This is an optimization exercise on Yosys and OpenROAD, whose aim is small area, not a production implementation. The RTL was checked by simulation tests, not by an equivalence proof against the original design. Power is estimated from default activity; no workload was simulated.

--- design.v ---
`timescale 1ns / 1ps
module pushButton(input logic clk, pb,
                  output logic pb_out);
logic Q1,Q2,Q2_bar;
always @ (posedge clk) 
begin
       Q1 <= pb ;
       Q2 <= Q1;
end
assign Q2_bar = ~Q2;
assign pb_out = Q1 & Q2_bar;
endmodule
module mainMemory(input logic clk, reset, we,
                  input logic [3:0] wAddr,
                  input logic [3:0] rAddr,
                  input logic [7:0] data,
                  output logic [7:0] out);
    logic [7:0] RAM [16];
    genvar k, b;
    generate
        for (k = 0; k < 16; k = k + 1) begin : word
            always_ff @(posedge clk)
                if (reset || (we && wAddr == k))
                    RAM[k] <= reset ? 8'(k) : data;
        end
    endgenerate
    logic [15:0] sel;
    always_comb
        for (int j = 0; j < 16; j = j + 1)
            sel[j] = (rAddr == j);
    generate
        for (b = 0; b < 8; b = b + 1) begin : rbit
            logic [5:0] y;
            for (k = 0; k < 5; k = k + 1) begin : g
                aoi222 u(.a1(sel[3*k]), .a2(RAM[3*k][b]),
                         .b1(sel[3*k+1]), .b2(RAM[3*k+1][b]),
                         .c1(sel[3*k+2]), .c2(RAM[3*k+2][b]), .y(y[k]));
            end
            assign y[5] = ~(sel[15] & RAM[15][b]);
            assign out[b] = ~&y;
        end
    endgenerate
endmodule
module aoi222(input logic a1, a2, b1, b2, c1, c2, output logic y);
    assign y = ~((a1 & a2) | (b1 & b2) | (c1 & c2));
endmodule
module sevSeg(input logic clk, reset,
              input logic [1:0] mode,  
              input logic [7:0] data,
              input logic [3:0] addr,
              output logic a, b, c, d, e, f, g, dp,
              output logic [3:0] an);
    logic [3:0] count;
    always_ff @(posedge clk, posedge reset)
        if (reset)
            count <= 4'b0;
        else
            count <= count + 1;
    logic [1:0] dig;
    assign dig = count[3:2];
    logic [3:0] hv;
    always_comb
        case (dig)
            2'b00: hv = data[3:0];
            2'b01: hv = data[7:4];
            default: hv = (mode == 2'b00) ? addr : 4'd12;  
        endcase
    logic [6:0] hex;
    always_comb
        case (hv)
            4'd0:  hex = 7'b0000001;
            4'd1:  hex = 7'b1001111;
            4'd2:  hex = 7'b0010010;
            4'd3:  hex = 7'b0000110;
            4'd4:  hex = 7'b1001100;
            4'd5:  hex = 7'b0100100;
            4'd6:  hex = 7'b0100000;
            4'd7:  hex = 7'b0001111;
            4'd8:  hex = 7'b0000000;
            4'd9:  hex = 7'b0000100;
            4'd10: hex = 7'b0001000;
            4'd11: hex = 7'b1100000;
            4'd12: hex = 7'b0110001;
            4'd13: hex = 7'b1000010;
            4'd14: hex = 7'b0110000;
            default: hex = 7'b0111000;
        endcase
    logic [6:0] seg;
    always_comb begin
        if (mode == 2'b11)
            seg = 7'b1111110;                        
        else if (dig == 2'b10)
            seg = (mode == 2'b01) ? 7'b1110110 :     
                  (mode == 2'b10) ? 7'b1111111 : 7'b1111110;
        else if (dig == 2'b11 && mode == 2'b10)
            seg = 7'b1111111;
        else
            seg = hex;
    end
    assign {a, b, c, d, e, f, g} = seg;
    assign dp = 1'b1;
    always_comb
        case (dig)
            2'b00: an = 4'b1110;
            2'b01: an = 4'b1101;
            2'b10: an = 4'b1011;
            default: an = 4'b0111;
        endcase
endmodule
module hlsm(input logic clk, reset,
            input logic next, prev, compute, counter, enter,
            input logic [3:0] addr,
            input logic [7:0] rd,           
            output logic [3:0] rAddr,       
            output logic [3:0] dAddr,       
            output logic we,
            output logic [1:0] mode,
            output logic [7:0] out);
    localparam logic [2:0] INIT = 3'd0, WAIT = 3'd1, ENT = 3'd2, CLR = 3'd3,
                           SUM = 3'd4, DSUM = 3'd5, DCNT = 3'd6;
    logic [2:0] state, nextstate;
    logic [4:0] c;           
    logic [7:0] sum;
    logic done;              
    logic [3:0] addrReg, addr_q;
    wire inSum  = (state == SUM);
    wire endSum = inSum & c[4];
    wire endDsp = c[4] & c[3] & c[2] & c[1];    
    always_comb begin
        nextstate = state;
        case (state)
            INIT: nextstate = WAIT;
            WAIT: if (compute) nextstate = CLR;
                  else if (enter) nextstate = ENT;
                  else if (counter) nextstate = DCNT;
            ENT:  nextstate = WAIT;
            CLR:  nextstate = SUM;
            SUM:  if (c[4]) nextstate = DSUM;
            DSUM, DCNT: if (endDsp) nextstate = WAIT;
            default: nextstate = INIT;
        endcase
    end
    always_ff @(posedge clk, posedge reset)
        if (reset) begin
            state <= INIT;
            c <= 0;
            done <= 0;
        end else begin
            state <= nextstate;
            c <= ((inSum & ~c[4]) | state == DSUM | state == DCNT) ? c + 5'd1 : 5'd0;
            if (endSum) done <= 1'b1;
        end
    always_ff @(posedge clk)
        if (state == CLR)
            sum <= 0;
        else if (inSum & ~c[4])
            sum <= sum - rd;
    always_ff @(posedge clk)
        addr_q <= addr;
    always_ff @(posedge clk, posedge reset)
        if (reset)
            addrReg <= 0;
        else if (next)
            addrReg <= addrReg + 1;
        else if (prev)
            addrReg <= addrReg - 1;
        else if (addr_q != addr)
            addrReg <= addr;
    always_comb
        case (state)
            WAIT, ENT, CLR: mode = 2'b00;
            DSUM: mode = 2'b01;
            DCNT: mode = 2'b10;
            default: mode = 2'b11;
        endcase
    assign we = (state == ENT);
    assign rAddr = inSum ? c[3:0] : addrReg;
    assign dAddr = addrReg;
    assign out = (state == DSUM) ? sum : {3'b000, done, 4'b0000};
endmodule
module topModule(input logic clk, reset,
                 input logic [3:0] wAddr,  
                 input logic [7:0] data,  
                 input logic next, prev, compute, counter, enter,  
                 output logic a, b, c, d, e, f, g, dp,  
                 output logic [3:0] an,  
                 output logic [7:0] lData,
                 output logic [3:0] lAddr,
                 output logic lReset
    );
logic nextB, prevB, computeB, counterB, enterB;
logic we;
logic [3:0] rAddr, dAddr;
logic [1:0] mode;
logic [7:0] rd, outCntrl, dataSSeg;
pushButton n(clk, next, nextB);
pushButton p(clk, prev, prevB);
pushButton cmp(clk, compute, computeB);
pushButton cnt(clk, counter, counterB);
pushButton ent(clk, enter, enterB);
hlsm HighLevelSM(.clk, .reset, .next(nextB), .prev(prevB), .compute(computeB),
                 .counter(counterB), .enter(enterB), .addr(wAddr), .rd,
                 .rAddr, .dAddr, .we, .mode, .out(outCntrl));
mainMemory memory(.clk, .reset, .we, .wAddr, .rAddr, .data, .out(rd));
assign dataSSeg = (mode == 2'b00) ? rd : outCntrl;
sevSeg sevenSegment(clk, reset, mode, dataSSeg, dAddr, a, b, c, d, e, f, g, dp, an);
assign lData = data;
assign lAddr = wAddr;
assign lReset = reset;
endmodule
--- run.sh ---
#!/bin/bash
# synth_recipe.tcl (not shown) runs the flow's synth.tcl, then flattens the netlist and writes it again
# the make line also repeats each setting of config.mk as NAME=value (left out here)
make -C /OpenROAD-flow-scripts/flow DESIGN_CONFIG=/design/flow/config.mk WORK_HOME=/design/flow/orfs CLKGATE_MAP_FILE= SYNTH_SCRIPT=/design/flow/synth_recipe.tcl finish
--- config.mk ---
export PLATFORM = sky130hd
export DESIGN_NAME = topModule
export DESIGN_NICKNAME = topModule
export VERILOG_FILES = /design/flow/design.v
export SDC_FILE = /design/flow/constraint.sdc
export NUM_CORES = 4
export LEC_CHECK = 0
export CAP_MARGIN = 20
export CORE_MARGIN = 2
export CORE_UTILIZATION = 65
export CTS_BUF_LIST = sky130_fd_sc_hd__clkbuf_8
export SLEW_MARGIN = 20
export SYNTH_HIERARCHICAL = 1
export SYNTH_MINIMUM_KEEP_SIZE = 0
--- constraint.sdc ---
create_clock -name core_clock -period 10.0 [get_ports {clk}]
set_input_delay 2.0000 -clock core_clock [delete_from_list [all_inputs] [get_ports {clk}]]
set_output_delay 2.0000 -clock core_clock [all_outputs]
set_load 0.01 [all_outputs]
==> results of run 1 <==
[layer usage]
layer	GRT usage	up-vias	routed length, um
li1	-	2268	-
met1	0.436	2442	7290
met2	0.447	313	8160
met3	0.0667	28	1830
met4	0.104	0	342
met5	0	-	0
[area by class of cell]
cell class	count	area [um2]
clock inverter	15	204
timing repair buffer	57	533
fill	751	2890
clock buffer	17	234
tap	143	179
inverter	25	93.8
multi-input combinational	337	2470
sequential	167	4710
[synthesized netlist by cell type (all sizes together), types with 3 or more instances]
cell	n	share of area
xnor2	5	0.0059
a211oi	3	0.0030
ha	17	0.029
o22a	3	0.0047
a211o	11	0.013
mux2i	5	0.0067
inv	25	0.013
clkbuf	7	0.0035
a31o	5	0.0059
dfrtp	17	0.057
or2	5	0.0042
nand2	40	0.020
nor3	11	0.0081
nand2b	9	0.0086
buf	20	0.021
o31ai	3	0.0030
nor3b	6	0.0082
a21oi	20	0.014
nand3b	3	0.0030
o21ai	25	0.017
nand3	16	0.011
nor2b	17	0.019
mux2	13	0.020
nor2	26	0.014
and2	10	0.0084
a222oi	40	0.054
a31oi	3	0.0025
xor2	6	0.0071
o22ai	6	0.0077
nand4	3	0.0025
edfxtp	128	0.52
dfxtp	22	0.059
[cells in the final DEF, fill, tap and decap left out, types with 10 or more instances in the layout]
cell type        instances
a211o_1                 11
a21oi_1                 18
a222oi_1                40
and2_1                  10
buf_4                   15
clkbuf_8                17
clkdlybuf4s50_1         42
dfrtp_1                 17
dfxtp_1                 22
edfxtp_1               128
ha_1                    17
inv_1                   24
mux2_2                  13
nand2_1                 40
nand3_1                 16
nor2_1                  25
nor2b_1                 11
nor3_1                  10
o21ai_0                 16
[power by group through the flow]
| stage | logic, mW | clock network, mW | registers, mW |
|---|---|---|---|
| after CTS | 1.10 | 0.518 | 0.873 |
| after detailed placement | 1.09 | 0 | 0.888 |
| after global placement | 1.05 | 0 | 0.884 |
| final | 1.11 | 0.517 | 0.873 |
| after floorplan | 0.766 | 0 | 0.863 |
| after global routing | 1.22 | 0.544 | 0.882 |
[stage by stage]
stage	std cells	hold WS, ns	worst slack, ns	power, mW
floorplan	556	0.331	4.37	1.63
global placement	729	0.348	3.07	1.94
detailed placement	729	0.344	2.96	1.98
CTS	761	0.364	2.42	2.49
global route	761	0.378	2.00	2.64
finish	761	0.362	2.37	2.50
[modules after synthesis (local to each module, per instance)]
module      cells  copies in the design
aoi222          1                    40
hlsm          183                     1
mainMemory    217                     1
pushButton      3                     5
sevSeg         79                     1
topModule      22                     1
[registers in the layout, summed over array words and instances, names as in the netlist]
register             flops
n.Q2                     1
HighLevelSM.sum          8
cnt.Q2                   1
sevenSegment.count       4
cnt.Q1                   1
p.Q1                     1
p.Q2                     1
HighLevelSM.done         1
HighLevelSM.state        3
n.Q1                     1
cmp.Q1                   1
ent.Q1                   1
memory.RAM             128
HighLevelSM.addrReg      4
ent.Q2                   1
HighLevelSM.c            5
cmp.Q2                   1
HighLevelSM.addr_q       4
[critical path: cells and delay by family (launching register included)]
kind                     cells  cell delay, ns
buffers and inverters        1            0.48
flip-flops                   1            0.59
AND/OR/NAND/NOR              5            0.83
AO/OA/AOI/OAI                6            2.36
adder cells (fa/ha/maj)      1            0.35
multiplexers                 2            0.56
[logic make-up after synthesis]
logic type,count (synthesis),share of synthesized area
AOI/OAI and AO/OA,135,0.143
xor gates and xnor gates,11,0.0129
adders and majority gates,19,0.0326
buffers and inverters,52,0.0368
DFF,167,0.632
muxes,18,0.0264
other,1,0.000503
and+or+nand+nor,153,0.116
[worst max path at each step]
| stage | start | end | slack (ns) | cells after the start |
|---|---|---|---|---|
| 2_1_floorplan | HighLevelSM.state[2] | d | 4.37 | 14 |
| 3_3_place_gp | HighLevelSM.state[1] | d | 3.07 | 15 |
| 3_5_place_dp | HighLevelSM.state[1] | d | 2.96 | 15 |
| 4_1_cts | HighLevelSM.state[1] | d | 2.42 | 15 |
| 5_1_grt | HighLevelSM.state[1] | d | 2.00 | 15 |
| 6_report | HighLevelSM.state[1] | d | 2.37 | 15 |
==> reports/metrics.yaml, run 1 <==
power:
  p_leak_nw: 3.18
  p_seq_frac: 0.349
  power.internal_mw: 1.54
  clkPwrFrac: 0.207
  switching_share: 0.385
  switchingPower_uw: 962
  pwr-share-comb: 0.444
  power_density_mw_per_mm2: 297
  vdd_drop_max_uv: 365
clock_network:
  clockRootBuffer: "clkbuf_8"
  cts_buffer_depth: 2
  cts-resized-gates: 0
  cts_sinks: 167
  post_cts_buffers: 0
  cts_buffers: 17
  cts_max_level: 4
  clk_pin_slew_ns: 0.09
  cts_tree: "done"
  ctsHoldBuffers: 0
  clk_latency_ns: 0.47
finish:
  stdcell_area_mm2: 0.00843
  utilization: 0.744
  num_antenna_cells: 0
  drive_gt1_frac: 0.142
  finalNetCount: 642
  area_growth_pct: 13.1
global_routing:
  grtUsageTotal: 0.297
  grt_antenna_before_repair: 0
  gr-total-overflow: 0
  first_global_vias: 4979
  grt_max_degree: 21
  grt_pass1_wl_um: 27300
critical_path:
  r2r_setup_slack_ns: 5.30
  critPathArrivalTime_ns: 5.63
  end_kind: "output port"
  r2r-start: "HighLevelSM.state[0]"
  slowest_delay_ns: 0.68
  cp_max_fo: 12
  worst-endpoint-required_ns: 8.00
  r2r_cells: 15
  start_kind: "flip-flop"
  critPathSlowestCell: "o21ai_0"
  regToRegEndpoint: "HighLevelSM.sum[6]"
  cpMostUsedCell: "a211o_1"
  critPathKind: "flip-flop to output port"
  crit_chain: "nor3b_4 -> o21ai_0 -> nand2b_1 -> nor2_1 -> a222oi_1 -> nand3_1 -> a211o_1 -> mux2_2 -> mux2i_1 -> o21ai_1 -> ha_1 -> a211o_1 -> a21oi_2 -> nor3_2 -> clkdlybuf4s50_1"
sta:
  fmax_mhz: 131
  clock_skew_ns: 0.0140
  tns_ns: 0
  setup_viol: 0
  period_minus_slack_ns: 7.63
  finalMaxSlewViolations: 0
  finalCritPeriodShare: 0.763
  hold_viol_final: 0
  tightest_slew_ns: 1.04
  rsz0062_at_grt: "false"
  slew_headroom: 0.303
route:
  route.detailed.drc: 0
  first_pass_iters: 7
  wire_per_inst_um: 23.2
  avgViaCountPerCell: 6.64
  vias: 5051
  antenna_left: 0
  finalWirelength_um: 17600
  dr.first_iter.drc_count: 760
synthesis:
  ys_types: 70
  ys.flop_type: "edfxtp_1"
  avgSynthCellArea_um2: 13.4
  synth_area_mm2: 0.00745
  netlist_instances: 556
  yosysWarnings: 12
  synth-edff-count: 128
  synth-seq-area-share: 0.632
  synth-seq-cells: 167
  syn-num-nets: 593
  async_flop_share: 0.102
placed_design:
  gp_congestion: 0.929
  dp.final_hpwl_um: 12300
  dpl_cell_area_mm2: 0.00799
  io_buffers: 42
min_path:
  holdPathStages: 0
  hp-class: "flip-flop to flip-flop"
  hp-start: "ent.Q1"
  hold_path_end: "ent.Q2"
job:
  drv_cap: 0
floorplanning:
  fp.dieW_um: 111
  dieHeight_um: 111
  die_area_mm2: 0.0123
  core-area_mm2: 0.0113
  top_level_ports: 44
  start_util: 0.658
  core.rowCount: 39
status:
  status: "timing/DRC/antenna clean"
==> run 2: changes to the inputs <==
--- a/design.v
+++ b/design.v
@@ -18,3 +18,3 @@
     logic [7:0] RAM [16];
-    genvar k, b;
+    genvar k;
     generate
@@ -26,21 +26,3 @@
     endgenerate
-    logic [15:0] sel;
-    always_comb
-        for (int j = 0; j < 16; j = j + 1)
-            sel[j] = (rAddr == j);
-    generate
-        for (b = 0; b < 8; b = b + 1) begin : rbit
-            logic [5:0] y;
-            for (k = 0; k < 5; k = k + 1) begin : g
-                aoi222 u(.a1(sel[3*k]), .a2(RAM[3*k][b]),
-                         .b1(sel[3*k+1]), .b2(RAM[3*k+1][b]),
-                         .c1(sel[3*k+2]), .c2(RAM[3*k+2][b]), .y(y[k]));
-            end
-            assign y[5] = ~(sel[15] & RAM[15][b]);
-            assign out[b] = ~&y;
-        end
-    endgenerate
-endmodule
-module aoi222(input logic a1, a2, b1, b2, c1, c2, output logic y);
-    assign y = ~((a1 & a2) | (b1 & b2) | (c1 & c2));
+    assign out = RAM[rAddr];
 endmodule
--- a/config.mk
+++ b/config.mk
@@ -7,8 +7,6 @@
 export LEC_CHECK = 0
+export ABC_AREA = 1
 export CAP_MARGIN = 20
 export CORE_MARGIN = 2
-export CORE_UTILIZATION = 65
-export CTS_BUF_LIST = sky130_fd_sc_hd__clkbuf_8
+export CORE_UTILIZATION = 40
 export SLEW_MARGIN = 20
-export SYNTH_HIERARCHICAL = 1
-export SYNTH_MINIMUM_KEEP_SIZE = 0
==> run 2 against run 1 <==
  * First-iteration DRC count fell by 44%
  * Wire length is 6.0% higher
  * Non-clock buffer count increased by 3
  * Critical path depth up 9
  * Clock power is 24% higher
  * Combinational power about the same
  * Power grew 5.3%
  * Setup slack gained 1.4 ns
  * Clock-buffer cell count unchanged
  * Hold slack worse by 0.013 ns
  * Die area up 68%
  * Via count increased by 11%
  * Critical path type unchanged
  * Largest power group unchanged
==> reports/metrics.yaml, run 2 <==
route:
  route.met2.wl_um: 8510
  wire_per_inst_um: 16.4
  finalWirelength_um: 18700
  route.detailed.drc: 0
  dr.first_iter.drc_count: 425
  first_pass_iters: 5
  vias: 5586
  wl_met1_um: 8980
  antenna_left: 0
  avgViaCountPerCell: 4.91
  wl_met3_um: 903
  top_layer: "met4"
sta:
  hold_viol_final: 0
  worst_slack_ns: 3.81
  slew_headroom: 0.393
  fmax_mhz: 162
  finalCritPeriodShare: 0.619
  period_minus_slack_ns: 6.19
  clock_skew_ns: 0.00690
  finalMaxSlewViolations: 0
  rsz0062_at_grt: "false"
  setup_viol: 0
  tightest_slew_ns: 0.905
  tns_ns: 0
  hold_ws_ns: 0.350
finish:
  utilization: 0.474
  ff_latch_area_mm2: 0.00471
  registers.top_by_ff_count: "memory.RAM"
  finalNetCount: 897
  drive_gt1_frac: 0.124
  layout_common_cells: "nand2_1, edfxtp_1, inv_1"
  largest_register_ffs: 128
  nFillCells: 1779
  final_common_cell: "nand2_1"
  num_antenna_cells: 0
  multi_input_area_mm2: 0.00270
  largestRegisters: "memory.RAM (128), HighLevelSM.sum (8), HighLevelSM.c (5)"
  stdcell_area_mm2: 0.00916
  final_cells: 1137
  area_growth_pct: 16.7
power:
  p_leak_nw: 3.89
  clkPwrFrac: 0.243
  power_density_mw_per_mm2: 287
  switching_share: 0.389
  vdd_drop_max_uv: 126
  p_total_mw: 2.63
  p_seq_frac: 0.330
  switchingPower_mw: 1.02
  pwr-share-comb: 0.426
  power.internal_mw: 1.61
critical_path:
  critPathKind: "flip-flop to output port"
  critPathArrivalTime_ns: 4.19
  start_kind: "flip-flop"
  end_kind: "output port"
  worst-endpoint-required_ns: 8.00
  cp_max_fo: 15
placed_design:
  placedCellCount: 1106
  gp_congestion: 0.872
  place_ws_ns: 4.29
  io_buffers: 42
  dpl_cell_area_mm2: 0.00859
  dp.final_hpwl_um: 13700
clock_network:
  clk_latency_ns: 0.42
  post_cts_buffers: 0
  cts_sinks: 167
  cts-resized-gates: 0
  cts_max_level: 4
  cts_tree: "done"
  cts_buffer_depth: 2
  clockRootBuffer: "clkbuf_16"
  clk_pin_slew_ns: 0.06
  ctsHoldBuffers: 0
  cts_buffers: 17
floorplanning:
  fp.dieW_um: 144
  die_area_mm2: 0.0208
  core.rowCount: 51
  dieHeight_um: 144
  start_util: 0.406
  top_level_ports: 44
  core-area_mm2: 0.0193
synthesis:
  synth_area_mm2: 0.00785
  synth-seq-area-share: 0.600
  avgSynthCellArea_um2: 9.78
  ys_types: 41
  synth-edff-count: 128
  synth_area_leaders: "edfxtp_1, nand2_1, dfxtp_1, dfrtp_1, inv_1"
  async_flop_share: 0.102
  synth_most_common_cell: "nand2_1"
  synthTopCellsByCount: "nand2_1, edfxtp_1, inv_1"
  synth-seq-cells: 167
  yosysWarnings: 5
  netlist_instances: 803
  synth_top_area_frac: 0.489
  syn-num-nets: 840
  yosys.area.top_type: "edfxtp_1"
  ys.flop_type: "edfxtp_1"
job:
  drv_cap: 0
min_path:
  hp-class: "flip-flop to flip-flop"
status:
  status: "timing/DRC/antenna clean"
global_routing:
  first_global_vias: 5231
  grt_pass1_wl_um: 29300
  grt_antenna_before_repair: 0
  grt_max_degree: 36
  grtUsageTotal: 0.190
  gr-total-overflow: 0
[run 2: metal layers]
metal | up-vias | track usage
met3 | 21 | 0.0387
met4 | 0 | 0.0521
met5 | - | 0
li1 | 2764 | -
met1 | 2645 | 0.276
met2 | 156 | 0.289
[run 2: path summary, 6_finish.rpt]
check                                startpoint                      to  slack, ns  depth (start not counted)
max reg2reg                HighLevelSM.state[1]      HighLevelSM.sum[7]       6.08                         25
min in group asynchronous                 reset  HighLevelSM.addrReg[1]       2.38                          3
max in group asynchronous                 reset   sevenSegment.count[3]       7.32                          3
min reg2reg                                p.Q1                    p.Q2       0.35                          0
max                        HighLevelSM.state[1]                       d       3.81                         24
min                                        p.Q1                    p.Q2       0.35                          0
[run 2: cell families (layout without fill, tap and decap cells)]
logic type	count (synthesis)	in the layout	share of synthesized area
compound gates	91	91	0.0637
xor+xnor	14	14	0.0156
simple gates	412	412	0.234
flops	167	167	0.600
buf+inv	100	169	0.0566
fa+ha+maj	18	18	0.0296
other cells	1	1	0.000478
[run 2: worst max-delay path, cell delays in order, from the launching register on]
cell,delay [ns]
dfrtp_1,0.44
nor2_4,0.25
nand2_2,0.21
nand2_1,0.12
nand2_2,0.11
nand2_4,0.12
inv_2,0.06
nand2_4,0.17
nand2_1,0.07
nor2_1,0.21
nand2_1,0.08
o21ai_1,0.28
nand2_1,0.09
nand2_1,0.09
nand2_1,0.07
nor2_2,0.16
inv_1,0.08
ha_1,0.27
nand2_1,0.05
nand2_1,0.06
nand2_1,0.05
nand3_1,0.08
nand2_1,0.05
nand2_1,0.05
clkdlybuf4s50_1,0.53
[run 2: power groups by stage]
stage / sequential [mW] / combinational [mW] / clock, mW
floorplan: 0.863 / 0.816 / 0
global placement: 0.882 / 1.11 / 0
detailed placement: 0.882 / 1.11 / 0
CTS: 0.868 / 1.13 / 0.651
global route: 0.877 / 1.27 / 0.678
finish: 0.869 / 1.12 / 0.641
[run 2: layout make-up]
| type | count | share of cell area |
|---|---|---|
| well taps | 265 | 0.0362 |
| repair buffers | 60 | 0.0606 |
| inverters | 78 | 0.0319 |
| multi-input cells | 536 | 0.295 |
| flip-flops and latches | 167 | 0.514 |
| clock buffers | 17 | 0.0464 |
| clock inverters | 14 | 0.0161 |
==> run 3: changes to the inputs <==
==> flow/run.sh (new file) <==
#!/bin/bash
# Layout flow: the standard flow (standard.sh), with two changes:
#  - ABC maps the logic with an area-only script (no buffering or upsizing;
#    the placer's repair steps size and buffer what timing needs);
#  - the port buffers are the smallest buffer cell.
# The synthesis is otherwise the standard flow's own (synth_recipe.tcl, ORFS synth.tcl).
set -euo pipefail
here=$PWD
sed "s#source \$::env(SCRIPTS_DIR)/synth.tcl#source $here/area_synth.tcl#" synth_recipe.tcl > area_synth_recipe.tcl
sed "s#^  log_cmd abc {\*}\$abc_args#  set abc_args [lreplace \$abc_args 1 1 $here/flow/abc_area.script]\n  log_cmd abc {*}\$abc_args#" \
    "$FLOW_HOME/scripts/synth.tcl" > area_synth.tcl
grep -q "area_synth.tcl" area_synth_recipe.tcl
grep -q "abc_area.script" area_synth.tcl
bash standard.sh SYNTH_SCRIPT=$here/area_synth_recipe.tcl \
    "BUFFER_PORTS_ARGS=-buffer_cell sky130_fd_sc_hd__buf_1" finish > flow_make.log 2>&1
==> flow/abc_area.script (new file) <==
strash
dch
amap
strash
dch
amap
topo
==> standard.sh (new file) <==
#!/bin/bash
# synth_recipe.tcl (not shown) runs the flow's synth.tcl, then flattens the netlist and writes it again
# the make line also repeats each setting of config.mk as NAME=value (left out here)
make -C /OpenROAD-flow-scripts/flow DESIGN_CONFIG=/design/flow/config.mk WORK_HOME=/design/flow/orfs CLKGATE_MAP_FILE= SYNTH_SCRIPT=/design/flow/synth_recipe.tcl "${@:-finish}"
--- a/config.mk
+++ b/config.mk
@@ -7,6 +7,6 @@
 export LEC_CHECK = 0
-export ABC_AREA = 1
 export CAP_MARGIN = 20
 export CORE_MARGIN = 2
-export CORE_UTILIZATION = 40
+export CORE_UTILIZATION = 65
+export CTS_BUF_LIST = sky130_fd_sc_hd__clkbuf_8
 export SLEW_MARGIN = 20
removed: run.sh
==> run 3 against run 2 <==
  * Still clean
  * Via count shrank 7.4%
  * Die area down 43%
  * Sequential power shrank 0.7%
  * Area after synthesis shrank 9.8%
  * Clock skew up 0.0016 ns
  * Non-clock buffer count is 4 higher
  * Global-route usage grew 14 points
  * Register-to-register slack got worse by 2.2 ns
  * Hold slack about the same
  * First-iteration DRC count is 30% higher
  * Power is 8.8% lower
  * Setup slack got worse by 2.5 ns
  * Critical endpoint is now g
==> reports/metrics.yaml, run 3 <==
finish:
  largestRegisters: "memory.RAM (128), HighLevelSM.sum (8), HighLevelSM.c (5)"
  layout_common_cells: "edfxtp_1, nor2_1, clkinv_1"
  num_antenna_cells: 0
  finalNetCount: 674
  utilization: 0.728
  largest_register_ffs: 128
  final_common_cell: "edfxtp_1"
  drive_gt1_frac: 0.0892
  nFillCells: 787
  area_growth_pct: 10.5
  registers.top_by_ff_count: "memory.RAM"
critical_path:
  start_kind: "flip-flop"
  worst-path-buf-inv: 6
  cp_max_fo: 10
  crit_chain: "clkinv_1 -> nor3_1 -> clkinv_1 -> o22ai_1 -> clkinv_1 -> nor4_1 -> buf_4 -> a22oi_1 -> nand4_1 -> o32ai_1 -> nor2_1 -> a211oi_1 -> nor3_1 -> clkinv_1 -> nor2b_1 -> a21oi_1 -> a21oi_1 -> nand2_1 -> a21oi_1 -> buf_1"
  crit_family: "simple AND/OR/NAND/NOR gates"
  slowest_delay_ns: 0.96
  critPathArrivalTime_ns: 6.68
  cpMostUsedCell: "clkinv_1"
  critPathKind: "flip-flop to output port"
  end_kind: "output port"
  worst-endpoint-required_ns: 8.00
  critPathSlowestCell: "nor4_1"
synthesis:
  synth_area_mm2: 0.00708
  avgSynthCellArea_um2: 12.4
  synth_xor_xnor_area_share: 0
  ys_types: 37
  synth-seq-cells: 167
  async_flop_share: 0.102
  synth-adder-area-share: 0.0329
  ys.flop_type: "edfxtp_1"
  netlist_instances: 570
  yosysWarnings: 5
  synth-edff-count: 128
  synth_most_common_cell: "edfxtp_1"
  synth_top_area_frac: 0.543
  synth_top_family_by_area: "compound AO/OA/AOI/OAI gates"
  syn-num-nets: 607
  synth_compound_area_frac: 0.163
  synth_area_leaders: "edfxtp_1, dfxtp_1, dfrtp_1, a22oi_1, ha_1"
  synth_simple_gate_area_share: 0.0953
  yosys.area.top_type: "edfxtp_1"
  synth-seq-area-share: 0.665
  synthTopCellsByCount: "edfxtp_1, nor2_1, clkinv_1"
  synth.mux.area_fraction: 0
clock_network:
  cts_buffer_depth: 2
  post_cts_buffers: 0
  cts_max_level: 4
  clockRootBuffer: "clkbuf_8"
  clk_pin_slew_ns: 0.08
  cts-resized-gates: 0
  cts_sinks: 167
  cts_tree: "done"
  ctsHoldBuffers: 0
  cts_buffers: 17
  clk_latency_ns: 0.46
floorplanning:
  core-area_mm2: 0.0107
  core.rowCount: 38
  start_util: 0.659
  die_area_mm2: 0.0117
  fp.dieW_um: 108
  top_level_ports: 44
  dieHeight_um: 108
sta:
  hold_ws_ns: 0.349
  tns_ns: 0
  slew_headroom: 0.239
  rsz0062_at_grt: "false"
  hold_viol_final: 0
  finalMaxSlewViolations: 0
  period_minus_slack_ns: 8.68
  setup_viol: 0
  fmax_mhz: 115
  clock_skew_ns: 0.00848
  tightest_slew_ns: 1.13
  finalCritPeriodShare: 0.868
global_routing:
  grtUsageTotal: 0.325
  grt_max_degree: 38
  grt_antenna_before_repair: 0
  grt_pass1_wl_um: 26800
  gr-total-overflow: 0
  first_global_vias: 4771
route:
  wire_per_inst_um: 22.4
  dr.first_iter.drc_count: 553
  finalWirelength_um: 17700
  antenna_left: 0
  route.detailed.drc: 0
  first_pass_iters: 5
  vias: 5173
  avgViaCountPerCell: 6.55
min_path:
  hp-class: "flip-flop to flip-flop"
power:
  power_density_mw_per_mm2: 307
  p_total_mw: 2.40
  p_leak_nw: 2.73
  vdd_drop_max_uv: 215
placed_design:
  io_buffers: 42
  dp.final_hpwl_um: 12200
  gp_congestion: 0.888
status:
  status: "timing/DRC/antenna clean"
job:
  drv_cap: 0
run 3: metrics by stage:
step	setup slack (ns)	instances	area, um2
after floorplan	3.12	570	7080
after global placement	2.47	758	7470
after detailed placement	2.06	758	7470
after CTS	1.53	790	7810
after global routing	0.788	790	7820
final	1.32	790	7820
run 3: path summary, 6_finish.rpt:
path / start / slack [ns] / cells past startpoint / end
setup / recovery: HighLevelSM.state[2] / 1.32 / 20 / g
hold / removal: n.Q1 / 0.35 / 0 / n.Q2
setup reg to reg: HighLevelSM.state[2] / 3.88 / 20 / HighLevelSM.sum[7]
hold reg to reg: n.Q1 / 0.35 / 0 / n.Q2
max in group asynchronous: reset / 7.63 / 2 / HighLevelSM.c[0]
min in group asynchronous: reset / 1.94 / 2 / HighLevelSM.c[4]
run 3: cell type report:
type / instances / area, um2 / area share
Sequential cell: 167 / 4710 / 0.602
Inverter: 51 / 191 / 0.0245
Clock inverter: 15 / 106 / 0.0136
Tap cell: 140 / 175 / 0.0224
Clock buffer: 17 / 234 / 0.0299
Multi-Input combinational cell: 336 / 2080 / 0.266
Timing Repair Buffer: 64 / 323 / 0.0413
run 3: logic make-up (layout without fill, tap and decap cells):
kind of cell | after synthesis | in the layout
buffers and inverters | 67 | 147
adders and majority gates | 18 | 18
other | 1 | 1
and+or+nand+nor | 144 | 144
AOI/OAI and AO/OA | 173 | 173
DFF | 167 | 167
run 3: power by group:
part | leakage, nW | switching (mW) | internal (mW)
logic | 0.882 | 0.725 | 0.396
registers | 1.68 | 0.0424 | 0.821
clock network | 0.166 | 0.246 | 0.171
run 3: routing by layer:
metal	track usage	vias to the layer above	share of wire
met5	0	-	0
met4	0.124	0	0.023
met3	0.101	41	0.096
met2	0.476	288	0.46
met1	0.461	2502	0.42
li1	-	2342	-
==> run 4: changes to the inputs <==
--- a/design.v
+++ b/design.v
@@ -12,3 +12,3 @@
 endmodule
-module mainMemory(input logic clk, reset, we,
+module mainMemory(input logic clk, reset, we, ren,
                   input logic [3:0] wAddr,
@@ -26,3 +26,7 @@
     endgenerate
-    assign out = RAM[rAddr];
+    always_comb begin
+        out = 8'b0;
+        for (int j = 0; j < 16; j = j + 1)
+            out = out | ({8{ren && rAddr == j}} & RAM[j]);
+    end
 endmodule
@@ -43,8 +47,4 @@
     logic [3:0] hv;
-    always_comb
-        case (dig)
-            2'b00: hv = data[3:0];
-            2'b01: hv = data[7:4];
-            default: hv = (mode == 2'b00) ? addr : 4'd12;  
-        endcase
+    assign hv = dig[1] ? ((mode == 2'b00) ? addr : 4'd12)
+                       : (dig[0] ? data[7:4] : data[3:0]);
     logic [6:0] hex;
@@ -69,23 +69,10 @@
         endcase
+    wire special = (mode == 2'b11) | (dig == 2'b10) | (dig[1] & mode == 2'b10);
+    wire eq      = (mode == 2'b01) & (dig == 2'b10);
+    wire blank   = (mode == 2'b10) & dig[1];
     logic [6:0] seg;
-    always_comb begin
-        if (mode == 2'b11)
-            seg = 7'b1111110;                        
-        else if (dig == 2'b10)
-            seg = (mode == 2'b01) ? 7'b1110110 :     
-                  (mode == 2'b10) ? 7'b1111111 : 7'b1111110;
-        else if (dig == 2'b11 && mode == 2'b10)
-            seg = 7'b1111111;
-        else
-            seg = hex;
-    end
+    assign seg = special ? {3'b111, ~eq, 2'b11, blank} : hex;
     assign {a, b, c, d, e, f, g} = seg;
     assign dp = 1'b1;
-    always_comb
-        case (dig)
-            2'b00: an = 4'b1110;
-            2'b01: an = 4'b1101;
-            2'b10: an = 4'b1011;
-            default: an = 4'b0111;
-        endcase
+    assign an = {~(dig == 2'b11), ~(dig == 2'b10), ~(dig == 2'b01), ~(dig == 2'b00)};
 endmodule
@@ -96,2 +83,3 @@
             output logic [3:0] rAddr,       
+            output logic ren,               
             output logic [3:0] dAddr,       
@@ -99,3 +87,3 @@
             output logic [1:0] mode,
-            output logic [7:0] out);
+            output logic [7:0] out);        
     localparam logic [2:0] INIT = 3'd0, WAIT = 3'd1, ENT = 3'd2, CLR = 3'd3,
@@ -104,3 +92,3 @@
     logic [4:0] c;           
-    logic [7:0] sum;
+    logic [7:0] n;           
     logic done;              
@@ -108,3 +96,4 @@
     wire inSum  = (state == SUM);
-    wire endSum = inSum & c[4];
+    wire dsum   = (state == DSUM);
+    wire dcnt   = (state == DCNT);
     wire endDsp = c[4] & c[3] & c[2] & c[1];    
@@ -124,2 +113,11 @@
     end
+    wire cen = (inSum & ~c[4]) | dsum | dcnt;
+    logic [4:0] cinc;
+    always_comb begin
+        cinc[0] = ~c[0];
+        cinc[1] = c[1] ^ c[0];
+        cinc[2] = c[2] ^ (c[1] & c[0]);
+        cinc[3] = c[3] ^ (c[2] & c[1] & c[0]);
+        cinc[4] = c[4] ^ (c[3] & c[2] & c[1] & c[0]);
+    end
     always_ff @(posedge clk, posedge reset)
@@ -131,10 +129,19 @@
             state <= nextstate;
-            c <= ((inSum & ~c[4]) | state == DSUM | state == DCNT) ? c + 5'd1 : 5'd0;
-            if (endSum) done <= 1'b1;
+            c <= cen ? cinc : 5'd0;
+            if (inSum & c[4]) done <= 1'b1;
         end
+    logic [7:0] s;
+    logic [8:0] cy;
+    always_comb begin
+        cy[0] = 1'b0;
+        for (int i = 0; i < 8; i = i + 1) begin
+            s[i] = n[i] ^ rd[i] ^ cy[i];
+            cy[i+1] = (n[i] & rd[i]) | (n[i] & cy[i]) | (rd[i] & cy[i]);
+        end
+    end
     always_ff @(posedge clk)
         if (state == CLR)
-            sum <= 0;
+            n <= 8'hFF;
         else if (inSum & ~c[4])
-            sum <= sum - rd;
+            n <= s;
     always_ff @(posedge clk)
@@ -158,5 +165,6 @@
     assign we = (state == ENT);
+    assign ren = ~(dsum | dcnt);
     assign rAddr = inSum ? c[3:0] : addrReg;
     assign dAddr = addrReg;
-    assign out = (state == DSUM) ? sum : {3'b000, done, 4'b0000};
+    assign out = rd | ({8{dsum}} & ~n) | {3'b000, dcnt & done, 4'b0000};
 endmodule
@@ -173,6 +181,6 @@
 logic nextB, prevB, computeB, counterB, enterB;
-logic we;
+logic we, ren;
 logic [3:0] rAddr, dAddr;
 logic [1:0] mode;
-logic [7:0] rd, outCntrl, dataSSeg;
+logic [7:0] rd, dataSSeg;
 pushButton n(clk, next, nextB);
@@ -184,5 +192,4 @@
                  .counter(counterB), .enter(enterB), .addr(wAddr), .rd,
-                 .rAddr, .dAddr, .we, .mode, .out(outCntrl));
-mainMemory memory(.clk, .reset, .we, .wAddr, .rAddr, .data, .out(rd));
-assign dataSSeg = (mode == 2'b00) ? rd : outCntrl;
+                 .rAddr, .ren, .dAddr, .we, .mode, .out(dataSSeg));
+mainMemory memory(.clk, .reset, .we, .ren, .wAddr, .rAddr, .data, .out(rd));
 sevSeg sevenSegment(clk, reset, mode, dataSSeg, dAddr, a, b, c, d, e, f, g, dp, an);
--- a/flow/run.sh
+++ b/flow/run.sh
@@ -1,6 +1,7 @@
 #!/bin/bash
-# Layout flow: the standard flow (standard.sh), with two changes:
+# Layout flow: the standard flow (standard.sh) with these changes:
 #  - ABC maps the logic with an area-only script (no buffering or upsizing;
 #    the placer's repair steps size and buffer what timing needs);
-#  - the port buffers are the smallest buffer cell.
+#  - pass-through wires and ports are buffered with the smallest buffer cell;
+#  - clock tree synthesis inserts no dummy loads.
 # The synthesis is otherwise the standard flow's own (synth_recipe.tcl, ORFS synth.tcl).
@@ -14,2 +15,5 @@
 bash standard.sh SYNTH_SCRIPT=$here/area_synth_recipe.tcl \
-    "BUFFER_PORTS_ARGS=-buffer_cell sky130_fd_sc_hd__buf_1" finish > flow_make.log 2>&1
+    "MIN_BUF_CELL_AND_PORTS=sky130_fd_sc_hd__buf_1 A X" \
+    "BUFFER_PORTS_ARGS=-buffer_cell sky130_fd_sc_hd__buf_1" \
+    "CTS_ARGS=-sink_clustering_enable -repair_clock_nets -dont_use_dummy_load -buf_list sky130_fd_sc_hd__clkbuf_8" \
+    finish > flow_make.log 2>&1
--- a/config.mk
+++ b/config.mk
@@ -9,4 +9,3 @@
 export CORE_MARGIN = 2
-export CORE_UTILIZATION = 65
-export CTS_BUF_LIST = sky130_fd_sc_hd__clkbuf_8
+export CORE_UTILIZATION = 70
 export SLEW_MARGIN = 20
==> run 4 against run 3 <==
  * Core utilization grew 5.4 points
  * Cell count shrank 8.2%
  * Largest cell class unchanged
  * Sequential power increased by 0.7%
  * Power decreased by 9.4%
  * Via count decreased by 6.6%
  * Die area down 9.6%
  * Clock skew is 0.0043 ns higher
  * Critical endpoint is now d
  * Global-route usage is 0.99 points higher
  * Largest power group unchanged
==> reports/metrics.yaml, run 4 <==
route:
  wire_per_inst_um: 22.7
  first_pass_iters: 7
  avgViaCountPerCell: 6.66
  route.detailed.drc: 0
  vias: 4830
  antenna_left: 0
  finalWirelength_um: 16400
  dr.first_iter.drc_count: 654
finish:
  registers.top_by_ff_count: "memory.RAM"
  drive_gt1_frac: 0.0726
  area_growth_pct: 9.69
  largestRegisters: "memory.RAM (128), HighLevelSM.n (8), HighLevelSM.c (5)"
  largest_register_ffs: 128
  final_common_cell: "edfxtp_1"
  num_antenna_cells: 0
  layout_common_cells: "edfxtp_1, clkinv_1, buf_1"
  finalNetCount: 630
  nFillCells: 628
clock_network:
  cts_max_level: 4
  ctsHoldBuffers: 0
  post_cts_buffers: 0
  cts_tree: "done"
  cts_sinks: 167
  clk_pin_slew_ns: 0.07
  clockRootBuffer: "clkbuf_8"
  cts-resized-gates: 0
  cts_buffers: 17
  cts_buffer_depth: 2
  clk_latency_ns: 0.45
critical_path:
  worst-endpoint-required_ns: 8.00
  end_kind: "output port"
  start_kind: "flip-flop"
  critPathArrivalTime_ns: 5.69
  crit_chain: "nor2_1 -> nand2_1 -> clkinv_1 -> o22ai_1 -> clkinv_1 -> nand4_1 -> nor3_2 -> a22o_1 -> a221oi_1 -> nand3_1 -> a2111oi_0 -> nand2_1 -> a221oi_1 -> o21ai_0 -> o221ai_1 -> clkinv_1 -> nor2_1 -> nor2_1 -> o22a_1 -> o21ai_0 -> buf_1"
  cp_max_fo: 9
  critPathKind: "flip-flop to output port"
  slowest_delay_ns: 0.57
  critPathSlowestCell: "o221ai_1"
sta:
  finalCritPeriodShare: 0.769
  tns_ns: 0
  worst_slack_ns: 2.31
  period_minus_slack_ns: 7.69
  clock_skew_ns: 0.0128
  finalMaxSlewViolations: 0
  rsz0062_at_grt: "false"
  hold_viol_final: 0
  setup_viol: 0
  tightest_slew_ns: 1.06
  slew_headroom: 0.286
  fmax_mhz: 130
synthesis:
  netlist_instances: 530
  yosysWarnings: 5
  async_flop_share: 0.102
  synth_area_leaders: "edfxtp_1, dfxtp_1, dfrtp_1, a22oi_1, o21ai_0"
  yosys.area.top_type: "edfxtp_1"
  synth-seq-cells: 167
  synth-seq-area-share: 0.686
  synth-edff-count: 128
  avgSynthCellArea_um2: 13.0
  ys_types: 38
  synth_most_common_cell: "edfxtp_1"
  syn-num-nets: 566
  synth_area_mm2: 0.00687
  synthTopCellsByCount: "edfxtp_1, clkinv_1, o21ai_0"
  synth_top_area_frac: 0.560
  ys.flop_type: "edfxtp_1"
global_routing:
  grt_pass1_wl_um: 24800
  first_global_vias: 4470
  grt_antenna_before_repair: 0
  grt_max_degree: 38
  gr-total-overflow: 0
  grtUsageTotal: 0.335
power:
  power_density_mw_per_mm2: 289
  p_leak_nw: 2.64
  vdd_drop_max_uv: 203
floorplanning:
  core-area_mm2: 0.00964
  fp.dieW_um: 103
  core.rowCount: 36
  start_util: 0.712
  dieHeight_um: 103
  top_level_ports: 44
  die_area_mm2: 0.0106
placed_design:
  io_buffers: 42
  gp_congestion: 0.939
  dp.final_hpwl_um: 11300
  place_ws_ns: 2.83
job:
  drv_cap: 0
status:
  status: "timing/DRC/antenna clean"
min_path:
  hp-class: "flip-flop to flip-flop"
-- run 4: changes by cell type after synthesis, moves of 6 or more --
cell,change
ha_1,-6
buf_1,+12
nor3_1,+8
a211oi_1,-8
a21oi_1,-7
nand2_1,+9
a222oi_1,+8
buf_4,-14
a22oi_1,-11
nor4_1,-16
nor2_1,-25
-- run 4: cell families (layout without fill, tap and decap cells) --
family                     count (synthesis)  after routing  synth area share
adders and majority gates                 17             17            0.0375
AOI/OAI and AO/OA                        158            158             0.158
DFF                                      167            167             0.686
buffers and inverters                     63            125            0.0344
and+or+nand+nor                          124            124            0.0840
other                                      1              1          0.000546
-- run 4: final cells by class --
class | instances | area (um2) | share of cell area
sequential | 167 | 4710 | 0.625
tap | 133 | 166 | 0.0221
inverter | 49 | 184 | 0.0244
clock buffer | 17 | 234 | 0.0311
timing repair buffer | 59 | 285 | 0.0379
multi-input combinational | 300 | 1950 | 0.259
-- run 4: report_power, final --
group          switching [mW]  internal [mW]  total [mW]
Combinational           0.621          0.338       0.959
Sequential             0.0442          0.825       0.869
Clock                   0.199          0.150       0.349
Total                   0.864           1.31        2.18
-- run 4: worst max-delay path: cells and delay by family (launching register included) --
| family | cells | cell delay [ns] |
|---|---|---|
| DFF | 1 | 0.42 |
| buffers and inverters | 4 | 0.87 |
| and+or+nand+nor | 8 | 1.28 |
| AOI/OAI and AO/OA | 9 | 2.67 |
-- run 4: worst paths after layout --
kind / depth (start not counted) / to / from / slack, ns
worst max register to register: 21 / HighLevelSM.n[7] / HighLevelSM.state[1] / 3.02
min in group asynchronous: 2 / HighLevelSM.addrReg[2] / reset / 1.90
max in group asynchronous: 2 / HighLevelSM.addrReg[0] / reset / 7.70
worst min-delay path: 0 / p.Q2 / p.Q1 / 0.35
worst max-delay path: 21 / d / HighLevelSM.state[1] / 2.31
worst min register to register: 0 / p.Q2 / p.Q1 / 0.35
-- run 4: routing by layer --
layer	vias to the layer above	wire, um	GRT usage
li1	2163	-	-
met1	2299	6500	0.481
met2	321	7250	0.481
met3	47	2220	0.123
met4	0	472	0.112
met5	-	0	0
-- run 4: through the flow --
step | std cells | hold slack [ns] | power, mW | instance area [um2] | util
floorplan | 530 | 0.324 | 1.53 | 6870 | -
global placement | 708 | 0.330 | 1.78 | 7270 | 0.754
detailed placement | 708 | 0.337 | 1.82 | 7280 | 0.755
CTS | 725 | 0.352 | 2.16 | 7510 | 0.779
global route | 725 | 0.356 | 2.32 | 7530 | 0.782
finish | 725 | 0.348 | 2.18 | 7530 | 0.782
==> run 5: changes to the inputs <==
--- a/flow/run.sh
+++ b/flow/run.sh
@@ -4,2 +4,3 @@
 #    the placer's repair steps size and buffer what timing needs);
+#  - only full adders are extracted as adder cells (no half adders);
 #  - pass-through wires and ports are buffered with the smallest buffer cell;
@@ -10,3 +11,4 @@
 sed "s#source \$::env(SCRIPTS_DIR)/synth.tcl#source $here/area_synth.tcl#" synth_recipe.tcl > area_synth_recipe.tcl
-sed "s#^  log_cmd abc {\*}\$abc_args#  set abc_args [lreplace \$abc_args 1 1 $here/flow/abc_area.script]\n  log_cmd abc {*}\$abc_args#" \
+sed -e "s#^  log_cmd abc {\*}\$abc_args#  set abc_args [lreplace \$abc_args 1 1 $here/flow/abc_area.script]\n  log_cmd abc {*}\$abc_args#" \
+    -e "s#^  extract_fa {\*}\[dont_use_extract_fa_args\]#  extract_fa -fa#" \
     "$FLOW_HOME/scripts/synth.tcl" > area_synth.tcl
@@ -14,2 +16,3 @@
 grep -q "abc_area.script" area_synth.tcl
+grep -q "extract_fa -fa" area_synth.tcl
 bash standard.sh SYNTH_SCRIPT=$here/area_synth_recipe.tcl \
==> flow/abc_area.script (replaced) <==
strash
&get -n
&deepsyn -T 20
&put
dch -f
amap
topo
--- a/config.mk
+++ b/config.mk
@@ -7,5 +7,6 @@
 export LEC_CHECK = 0
-export CAP_MARGIN = 20
+export CAP_MARGIN = 0
 export CORE_MARGIN = 2
 export CORE_UTILIZATION = 70
-export SLEW_MARGIN = 20
+export GPL_TIMING_DRIVEN = 0
+export SLEW_MARGIN = 0
==> run 5 against run 4 <==
  * Critical path depth is 4 lower
  * Sequential share of layout area rose by 1.8 points
  * Fmax decreased by 5.4%
  * Clock skew increased by 0.018 ns
  * Now fails the layout checks on max-capacitance violations, max-slew violations
  * Highest routed layer unchanged
  * Largest power group unchanged
  * Cell area down 2.9%
==> reports/metrics.yaml, run 5 <==
finish:
  registers.top_by_ff_count: "memory.RAM"
  largestRegisters: "memory.RAM (128), HighLevelSM.n (8), HighLevelSM.c (5)"
  layout_common_cells: "edfxtp_1, nor2_1, buf_1"
  largest_register_ffs: 128
  num_antenna_cells: 0
  final_common_cell: "edfxtp_1"
  finalNetCount: 617
  nFillCells: 634
  area_growth_pct: 9.06
  drive_gt1_frac: 0.0424
power:
  clkPwrFrac: 0.148
  power.internal_mw: 1.34
  vdd_drop_max_uv: 220
  p_leak_nw: 2.55
  switching_share: 0.423
  p_seq_frac: 0.371
  power_density_mw_per_mm2: 318
  pwr-share-comb: 0.481
  switchingPower_uw: 985
sta:
  period_minus_slack_ns: 8.13
  hold_ws_ns: 0.352
  slew_headroom: -0.0487
  finalMaxSlewViolations: 9
  clock_skew_ns: 0.0309
  hold_viol_final: 0
  fmax_mhz: 123
  setup_viol: 0
  tns_ns: 0
  rsz0062_at_grt: "false"
  tightest_slew_ns: 1.56
  finalCritPeriodShare: 0.813
synthesis:
  synth_area_leaders: "edfxtp_1, dfxtp_1, dfrtp_1, nor2_1, o21ai_0"
  netlist_instances: 523
  avgSynthCellArea_um2: 12.8
  synth_most_common_cell: "edfxtp_1"
  ys_types: 42
  async_flop_share: 0.102
  yosys.area.top_type: "edfxtp_1"
  synth-seq-cells: 167
  yosysWarnings: 5
  synth-seq-area-share: 0.702
  synthTopCellsByCount: "edfxtp_1, nor2_1, clkinv_1"
  synth-edff-count: 128
  ys.flop_type: "edfxtp_1"
  synth_top_area_frac: 0.573
  synth_area_mm2: 0.00671
  syn-num-nets: 548
clock_network:
  cts_max_level: 4
  post_cts_buffers: 0
  cts_sinks: 167
  cts_tree: "done"
  clk_pin_slew_ns: 0.09
  ctsHoldBuffers: 0
  cts_buffers: 17
  clockRootBuffer: "clkbuf_8"
  clk_latency_ns: 0.45
  cts_buffer_depth: 2
  cts-resized-gates: 0
route:
  wire_per_inst_um: 22.1
  route.detailed.drc: 0
  avgViaCountPerCell: 6.61
  antenna_left: 0
  dr.first_iter.drc_count: 592
  first_pass_iters: 5
  finalWirelength_um: 15900
  vias: 4754
global_routing:
  grt_max_degree: 37
  first_global_vias: 4398
  grtUsageMet2: 0.497
  grtUsageTotal: 0.329
  grt_antenna_before_repair: 0
  grt_use_met3: 0.0903
  grt_pass1_wl_um: 24200
  gr-usage-met1: 0.473
  gr-total-overflow: 0
  grt_most_used_layer: "met2"
placed_design:
  io_buffers: 42
  dp.final_hpwl_um: 11000
  gp_congestion: 0.929
floorplanning:
  core-area_mm2: 0.00928
  start_util: 0.723
  die_area_mm2: 0.0104
  fp.dieW_um: 102
  dieHeight_um: 102
  top_level_ports: 44
  core.rowCount: 35
critical_path:
  critPathArrivalTime_ns: 6.13
  start_kind: "flip-flop"
  critPathSlowestCell: "nor3_1"
  r2r_setup_slack_ns: 2.79
  cp_max_fo: 7
  end_kind: "output port"
  worst-endpoint-required_ns: 8.00
  critPathKind: "flip-flop to output port"
  slowest_delay_ns: 0.93
  cpMostUsedCell: "clkinv_1"
  crit_chain: "clkinv_1 -> nor3_1 -> clkinv_1 -> o22ai_1 -> clkinv_1 -> nor3_1 -> buf_2 -> a222oi_1 -> nand3_1 -> nor2_1 -> a221oi_1 -> clkinv_1 -> nor2_1 -> nor2_1 -> a31oi_1 -> o311ai_0 -> buf_1"
  r2r_cells: 19
status:
  violatedChecks: "max-capacitance violations, max-slew violations"
  status: "failed layout checks"
min_path:
  holdPathStages: 0
  hp-class: "flip-flop to flip-flop"
job:
  drv_cap: 1
-- run 5: worst paths after layout --
check                                          start                    end
worst min-delay path                            p.Q1                   p.Q2
worst min register to register                  p.Q1                   p.Q2
worst max register to register  HighLevelSM.state[2]       HighLevelSM.n[7]
min in group asynchronous                      reset       HighLevelSM.c[2]
max in group asynchronous                      reset  sevenSegment.count[0]
worst max-delay path            HighLevelSM.state[2]                      a
-- run 5: power groups by stage --
stage               Sequential [mW]  Combinational (mW)  Clock (mW)
detailed placement            0.877                1.10           0
CTS                           0.864                1.10       0.348
global placement              0.874                1.03           0
global route                  0.871                1.23       0.370
finish                        0.865                1.12       0.344
floorplan                     0.864               0.767           0
-- run 5: final cells by class --
cell class,count,area [um2],share of cell area
Timing Repair Buffer,50,213,0.0291
Clock buffer,17,234,0.0320
Buffer,14,52.6,0.00718
Multi-Input combinational cell,299,1790,0.244
Inverter,43,161,0.0221
Tap cell,129,161,0.0221
Sequential cell,167,4710,0.644
-- run 5: stage by stage --
step                       util  std cells  cell area, um2  setup WS, ns  total power, mW
after floorplan               -        523            6710          3.89             1.63
after global placement    0.757        694            7030          2.59             1.91
after detailed placement  0.762        701            7080          2.55             1.98
after CTS                 0.788        718            7310          2.04             2.32
after global routing      0.788        719            7320          1.41             2.47
final                     0.788        719            7320          1.87             2.33
-- run 5: cell families (layout without fill, tap and decap cells) --
group / after synthesis / count (layout) / synth area share
buffers and inverters: 57 / 124 / 0.0319
AND/OR/NAND/NOR: 151 / 151 / 0.0996
adder cells (fa/ha/maj): 6 / 6 / 0.0179
flip-flops: 167 / 167 / 0.702
AO/OA/AOI/OAI: 141 / 141 / 0.148
other: 1 / 1 / 0.000559
-- run 5: worst max-delay path: cells and delay by family, from the launching register on --
kind | cells | cell delay [ns]
buffers and inverters | 6 | 1.50
AOI/OAI and AO/OA | 5 | 1.50
DFF | 1 | 0.40
and+or+nand+nor | 6 | 2.27
-- run 5: per-layer routing --
layer | vias up | wire [um] | part of all wire
met2 | 295 | 7590 | 0.48
met5 | - | 0 | 0
met4 | 0 | 286 | 0.018
li1 | 2120 | - | -
met3 | 34 | 1910 | 0.12
met1 | 2305 | 6100 | 0.38
==> run 6: changes to the inputs <==
--- a/config.mk
+++ b/config.mk
@@ -7,3 +7,3 @@
 export LEC_CHECK = 0
-export CAP_MARGIN = 0
+export CAP_MARGIN = 20
 export CORE_MARGIN = 2
@@ -11,2 +11,2 @@
 export GPL_TIMING_DRIVEN = 0
-export SLEW_MARGIN = 0
+export SLEW_MARGIN = 20
==> run 6 against run 5 <==
  * The run now finishes clean
  * Via count decreased by 0.82%
  * Sequential share of layout area down 0.53 points
  * Area after synthesis unchanged
  * Fmax fell by 2.8%
  * First-iteration DRC count increased by 8.3%
  * Flip-flop and latch count is the same
  * Combinational power about the same
  * Hold slack worse by 0.0077 ns
  * Global-route usage is 0.26 points higher
  * Sequential power about the same
  * Clock skew fell by 0.0031 ns
  * Critical path type unchanged
  * Cell area rose by 0.84%
==> reports/metrics.yaml, run 6 <==
clock_network:
  ctsHoldBuffers: 0
  clk_latency_ns: 0.46
  cts_max_level: 4
  post_cts_buffers: 0
  clockRootBuffer: "clkbuf_8"
  cts_buffer_depth: 2
  cts_tree: "done"
  cts_sinks: 167
  clk_pin_slew_ns: 0.09
  cts_buffers: 17
  cts-resized-gates: 0
synthesis:
  synth_top_area_frac: 0.573
  synthTopCellsByCount: "edfxtp_1, nor2_1, clkinv_1"
  synth-seq-area-share: 0.702
  synth.mux.area_fraction: 0
  synth_top_family_by_area: "compound AO/OA/AOI/OAI gates"
  synth_area_leaders: "edfxtp_1, dfxtp_1, dfrtp_1, nor2_1, o21ai_0"
  yosys.area.top_type: "edfxtp_1"
  avgSynthCellArea_um2: 12.8
  netlist_instances: 523
  synth-adder-area-share: 0.0179
  synth-seq-cells: 167
  synth_compound_area_frac: 0.148
  synth_xor_xnor_area_share: 0
  synth_simple_gate_area_share: 0.0996
  ys.flop_type: "edfxtp_1"
  syn-num-nets: 548
  ys_types: 42
  synth_area_mm2: 0.00671
  synth-edff-count: 128
  async_flop_share: 0.102
  yosysWarnings: 5
  synth_most_common_cell: "edfxtp_1"
critical_path:
  cp_max_fo: 8
  end_kind: "output port"
  critPathArrivalTime_ns: 6.37
  start_kind: "flip-flop"
  worst-endpoint-required_ns: 8.00
  critPathKind: "flip-flop to output port"
sta:
  finalMaxSlewViolations: 0
  slew_headroom: 0.340
  hold_viol_final: 0
  clock_skew_ns: 0.0278
  finalCritPeriodShare: 0.837
  tns_ns: 0
  setup_viol: 0
  rsz0062_at_grt: "false"
  tightest_slew_ns: 0.988
  period_minus_slack_ns: 8.37
  fmax_mhz: 119
  hold_ws_ns: 0.345
floorplanning:
  top_level_ports: 44
  core.rowCount: 35
  start_util: 0.723
  dieHeight_um: 102
  die_area_mm2: 0.0104
  fp.dieW_um: 102
  core-area_mm2: 0.00928
finish:
  finalNetCount: 618
  final_cells: 720
  registers.top_by_ff_count: "memory.RAM"
  drive_gt1_frac: 0.0643
  stdcell_area_mm2: 0.00738
  largestRegisters: "memory.RAM (128), HighLevelSM.n (8), HighLevelSM.c (5)"
  final_common_cell: "edfxtp_1"
  layout_common_cells: "edfxtp_1, nor2_1, buf_1"
  area_growth_pct: 9.98
  num_antenna_cells: 0
  largest_register_ffs: 128
global_routing:
  gr-total-overflow: 0
  grt_pass1_wl_um: 24200
  grt_antenna_before_repair: 0
  grt_max_degree: 37
  grtUsageTotal: 0.332
  first_global_vias: 4435
route:
  wire_per_inst_um: 22.3
  vias: 4715
  first_pass_iters: 8
  antenna_left: 0
  avgViaCountPerCell: 6.55
  dr.first_iter.drc_count: 641
  finalWirelength_um: 16100
  route.detailed.drc: 0
power:
  vdd_drop_max_uv: 201
  p_leak_nw: 2.56
  power_density_mw_per_mm2: 319
placed_design:
  dpl_cell_area_mm2: 0.00714
  gp_congestion: 0.929
  io_buffers: 42
  dp.final_hpwl_um: 11200
  placedCellCount: 703
min_path:
  hp-class: "flip-flop to flip-flop"
status:
  status: "timing/DRC/antenna clean"
job:
  drv_cap: 0
==> run 6: path summary, 6_finish.rpt <==
| kind | startpoint | to | slack (ns) | cells past startpoint |
|---|---|---|---|---|
| worst max-delay path | HighLevelSM.state[2] | a | 1.63 | 19 |
| worst min-delay path | p.Q1 | p.Q2 | 0.34 | 0 |
| worst max register to register | HighLevelSM.state[2] | HighLevelSM.n[7] | 2.96 | 19 |
| worst min register to register | p.Q1 | p.Q2 | 0.34 | 0 |
| max in group asynchronous | reset | HighLevelSM.addrReg[0] | 7.65 | 2 |
| min in group asynchronous | reset | HighLevelSM.c[2] | 1.91 | 2 |
==> run 6: area by class of cell <==
type | instances | area, um2
well taps | 129 | 161
plain buffers | 14 | 52.6
inverters | 43 | 161
fillers | 591 | 1910
flip-flops and latches | 167 | 4710
clock buffers | 17 | 234
repair buffers | 51 | 225
multi-input cells | 299 | 1830
==> run 6: cell families (layout without fill, tap and decap cells) <==
group | count (synthesis) | count (layout)
adder cells (fa/ha/maj) | 6 | 6
AND/OR/NAND/NOR | 151 | 151
AO/OA/AOI/OAI | 141 | 141
buffers and inverters | 57 | 125
other | 1 | 1
flip-flops | 167 | 167
==> run 6: worst max-delay path: stages, from the launching register on <==
cell	delay (ns)
dfrtp_1	0.40
clkinv_1	0.19
nor3_1	0.64
clkinv_1	0.30
o22ai_1	0.56
clkinv_1	0.38
nand2_1	0.24
nor2_1	0.21
a22o_1	0.29
a221oi_1	0.38
nand4_1	0.18
nor3b_1	0.46
a22oi_1	0.13
o32ai_1	0.36
clkinv_1	0.22
nor2_1	0.25
nor2_1	0.11
a31oi_1	0.25
o311ai_0	0.18
buf_1	0.17
==> run 6: power by group <==
group          switching (mW)  leakage [nW]  internal (mW)
clock network           0.198         0.122          0.150
registers              0.0421          1.66          0.822
logic                   0.768         0.779          0.377
==> run 6: stage by stage <==
| stage | util | worst slack [ns] | total power, mW |
|---|---|---|---|
| 3_3_place_gp | 0.757 | 2.59 | 1.91 |
| 4_1_cts | 0.794 | 1.81 | 2.33 |
| 6_report | 0.795 | 1.63 | 2.36 |
| 3_5_place_dp | 0.769 | 2.33 | 2.00 |
| 2_1_floorplan | - | 3.89 | 1.63 |
| 5_1_grt | 0.795 | 1.21 | 2.50 |
==> run 6: per-layer routing <==
layer	vias to the layer above	GRT usage	wire (um)
met3	37	0.103	1910
li1	2120	-	-
met2	318	0.500	7590
met4	0	0.119	322
met5	-	0	0
met1	2240	0.468	6260
==> run 7: changes to the inputs <==
--- a/config.mk
+++ b/config.mk
@@ -7,6 +7,6 @@
 export LEC_CHECK = 0
-export CAP_MARGIN = 20
+export CAP_MARGIN = 10
 export CORE_MARGIN = 2
-export CORE_UTILIZATION = 70
+export CORE_UTILIZATION = 80
 export GPL_TIMING_DRIVEN = 0
-export SLEW_MARGIN = 20
+export SLEW_MARGIN = 10
==> run 7 against run 6 <==
  * Now fails the layout checks on max-capacitance violations, max-slew violations
  * Global-route usage grew 10 points
  * Clock skew about the same
  * Setup slack worse by 0.54 ns
  * Sequential share of layout area rose by 0.63 points
  * First-iteration DRC count rose by 97%
  * Cell count fell by 3.5%
  * Highest routed layer is now met5
==> reports/metrics.yaml, run 7 <==
critical_path:
  worst-path-buf-inv: 5
  r2r_setup_slack_ns: 2.10
  r2r_cells: 19
  end_kind: "output port"
  crit_cells: 16
  start_kind: "flip-flop"
  crit_family: "compound AO/OA/AOI/OAI gates"
  cpMostUsedCell: "clkinv_1"
  critPathArrivalTime_ns: 6.91
  critPathSlowestCell: "nor3_1"
  slowest_delay_ns: 1.08
  cp_max_fo: 8
  cp-endpoint: "g"
  worst-endpoint-required_ns: 8.00
  critPathKind: "flip-flop to output port"
  crit_chain: "clkinv_1 -> nor3_1 -> clkinv_1 -> o22ai_1 -> clkinv_1 -> nor3_1 -> a22oi_1 -> nand3_1 -> a2111oi_1 -> o211a_1 -> o32ai_1 -> clkinv_1 -> nor2_1 -> a21oi_1 -> o21ai_0 -> buf_1"
  startpoint: "HighLevelSM.state[2]"
  r2r-start: "HighLevelSM.state[2]"
  regToRegEndpoint: "HighLevelSM.n[7]"
global_routing:
  grt_max_degree: 37
  gr-total-overflow: 0
  grt_pass1_wl_um: 27600
  grtUsageTotal: 0.436
  grt_antenna_before_repair: 0
  first_global_vias: 4919
synthesis:
  yosys.area.top_type: "edfxtp_1"
  synth_area_leaders: "edfxtp_1, dfxtp_1, dfrtp_1, nor2_1, o21ai_0"
  synth_most_common_cell: "edfxtp_1"
  syn-num-nets: 548
  synth_top_area_frac: 0.573
  synth-seq-area-share: 0.702
  synth-seq-cells: 167
  synth_area_mm2: 0.00671
  async_flop_share: 0.102
  ys.flop_type: "edfxtp_1"
  synth-edff-count: 128
  netlist_instances: 523
  yosysWarnings: 5
  ys_types: 42
  avgSynthCellArea_um2: 12.8
  synthTopCellsByCount: "edfxtp_1, nor2_1, clkinv_1"
route:
  route.detailed.drc: 0
  avgViaCountPerCell: 7.60
  finalWirelength_um: 18800
  vias: 5283
  wire_per_inst_um: 27.0
  antenna_left: 0
  dr.first_iter.drc_count: 1265
  first_pass_iters: 20
finish:
  largestRegisters: "memory.RAM (128), HighLevelSM.n (8), HighLevelSM.c (5)"
  stdcell_area_mm2: 0.00731
  largest_register_ffs: 128
  finalNetCount: 617
  layout_common_cells: "edfxtp_1, nor2_1, buf_1"
  num_antenna_cells: 0
  drive_gt1_frac: 0.0475
  registers.top_by_ff_count: "memory.RAM"
  area_growth_pct: 8.90
  final_common_cell: "edfxtp_1"
  nFillCells: 321
min_path:
  hp-class: "flip-flop to flip-flop"
clock_network:
  clk_pin_slew_ns: 0.08
  post_cts_buffers: 0
  clk_latency_ns: 0.46
  cts-resized-gates: 0
  cts_tree: "done"
  cts_sinks: 167
  cts_buffers: 17
  ctsHoldBuffers: 0
  cts_buffer_depth: 2
  cts_max_level: 4
  clockRootBuffer: "clkbuf_8"
floorplanning:
  core-area_mm2: 0.00818
  top_level_ports: 44
  die_area_mm2: 0.00913
  dieHeight_um: 95.6
  core.rowCount: 33
  start_util: 0.821
  fp.dieW_um: 95.6
sta:
  hold_viol_final: 0
  setup_viol: 0
  slew_headroom: -0.0380
  tns_ns: 0
  clock_skew_ns: 0.0280
  finalMaxSlewViolations: 9
  rsz0062_at_grt: "false"
  tightest_slew_ns: 1.55
  finalCritPeriodShare: 0.891
  fmax_mhz: 112
  period_minus_slack_ns: 8.91
placed_design:
  gp_congestion: 0.892
  dp.final_hpwl_um: 12100
  dpl_cell_area_mm2: 0.00705
  io_buffers: 42
status:
  violatedChecks: "max-capacitance violations, max-slew violations"
  status: "failed layout checks"
job:
  drv_cap: 1
power:
  power_density_mw_per_mm2: 341
  vdd_drop_max_uv: 179
  p_total_mw: 2.49
  p_leak_nw: 2.55
-- run 7: cells by family (layout without fill, tap and decap cells) --
group           count (synthesis)  count (layout)  synth area share
fa+ha+maj                       6               6            0.0179
other cells                     1               1          0.000559
flops                         167             167             0.702
buf+inv                        57             124            0.0319
simple gates                  151             151            0.0996
compound gates                141             141             0.148
-- run 7: through the flow --
step | utilization | instances | hold slack [ns] | setup WS [ns]
after detailed placement | 0.862 | 677 | 0.334 | 2.10
after floorplan | - | 523 | 0.324 | 3.89
after CTS | 0.891 | 694 | 0.352 | 1.45
final | 0.894 | 695 | 0.350 | 1.09
after global placement | 0.856 | 670 | 0.330 | 2.83
after global routing | 0.894 | 695 | 0.360 | 1.06
-- run 7: worst reg2reg max path, delay by kind of cell (launching register included) --
kind                     cells  cell delay, ns
AND/OR/NAND/NOR              4            2.18
adder cells (fa/ha/maj)      6            2.78
buffers and inverters        3            0.95
flip-flops                   1            0.42
AO/OA/AOI/OAI                6            1.47
-- run 7: how the worst min path moves through the flow --
stage                     startpoint    to  cells past startpoint
after CTS                       n.Q1  n.Q2                      0
after detailed placement        n.Q1  n.Q2                      0
after global routing            n.Q1  n.Q2                      0
after global placement          p.Q1  p.Q2                      0
after floorplan                 n.Q1  n.Q2                      0
final                           n.Q1  n.Q2                      0
-- run 7: power breakdown --
part | total [mW] | switching [mW] | internal [mW] | leakage [nW]
combinational | 1.26 | 0.876 | 0.388 | 0.763
sequential | 0.870 | 0.0478 | 0.822 | 1.66
clock | 0.359 | 0.209 | 0.150 | 0.122
total | 2.49 | 1.13 | 1.36 | 2.55
-- run 7: routing by layer --
| metal | share of wire | GRT usage |
|---|---|---|
| met5 | 0.0020 | 0 |
| met4 | 0.076 | 0.262 |
| met3 | 0.17 | 0.160 |
| met2 | 0.45 | 0.652 |
| met1 | 0.31 | 0.550 |
-- run 7: cell type report --
| type | instances | area (um2) | share of cell area |
|---|---|---|---|
| sequential | 167 | 4710 | 0.645 |
| buffer | 14 | 52.6 | 0.00719 |
| tap | 105 | 131 | 0.0180 |
| clock buffer | 17 | 234 | 0.0320 |
| inverter | 43 | 161 | 0.0221 |
| multi-input combinational | 299 | 1800 | 0.247 |
| timing repair buffer | 50 | 215 | 0.0295 |

[static timing again, ports no longer ideal]
The flow's constraints put no driver on any port. The routed layouts listed below were extracted and timed again, unchanged, in two steps.
Step 1: set_driving_cell puts a clkbuf_16 on clk and a buf_2 on each other input, an assumption about the parent block.
Step 2 times the ports against the registers' clock, not the clock port: input delays grow and output delays shrink by t, the midpoint of the rising clock arrivals with the driver on.
Three values: ideal, step 1, step 2; two values: the first two.
run	t (ns)	setup slack, ns
run 1	0.506	2.370 / 2.331 / 2.836
run 2	0.463	3.813 / 3.770 / 4.233
run 3	0.492	1.320 / 1.280 / 1.773
run 4	0.479	2.306 / 2.270 / 2.749
run 5	0.474	1.867 / 1.831 / 2.304
run 6	0.480	1.630 / 1.595 / 2.075
run 7	0.473	1.087 / 1.058 / 1.530
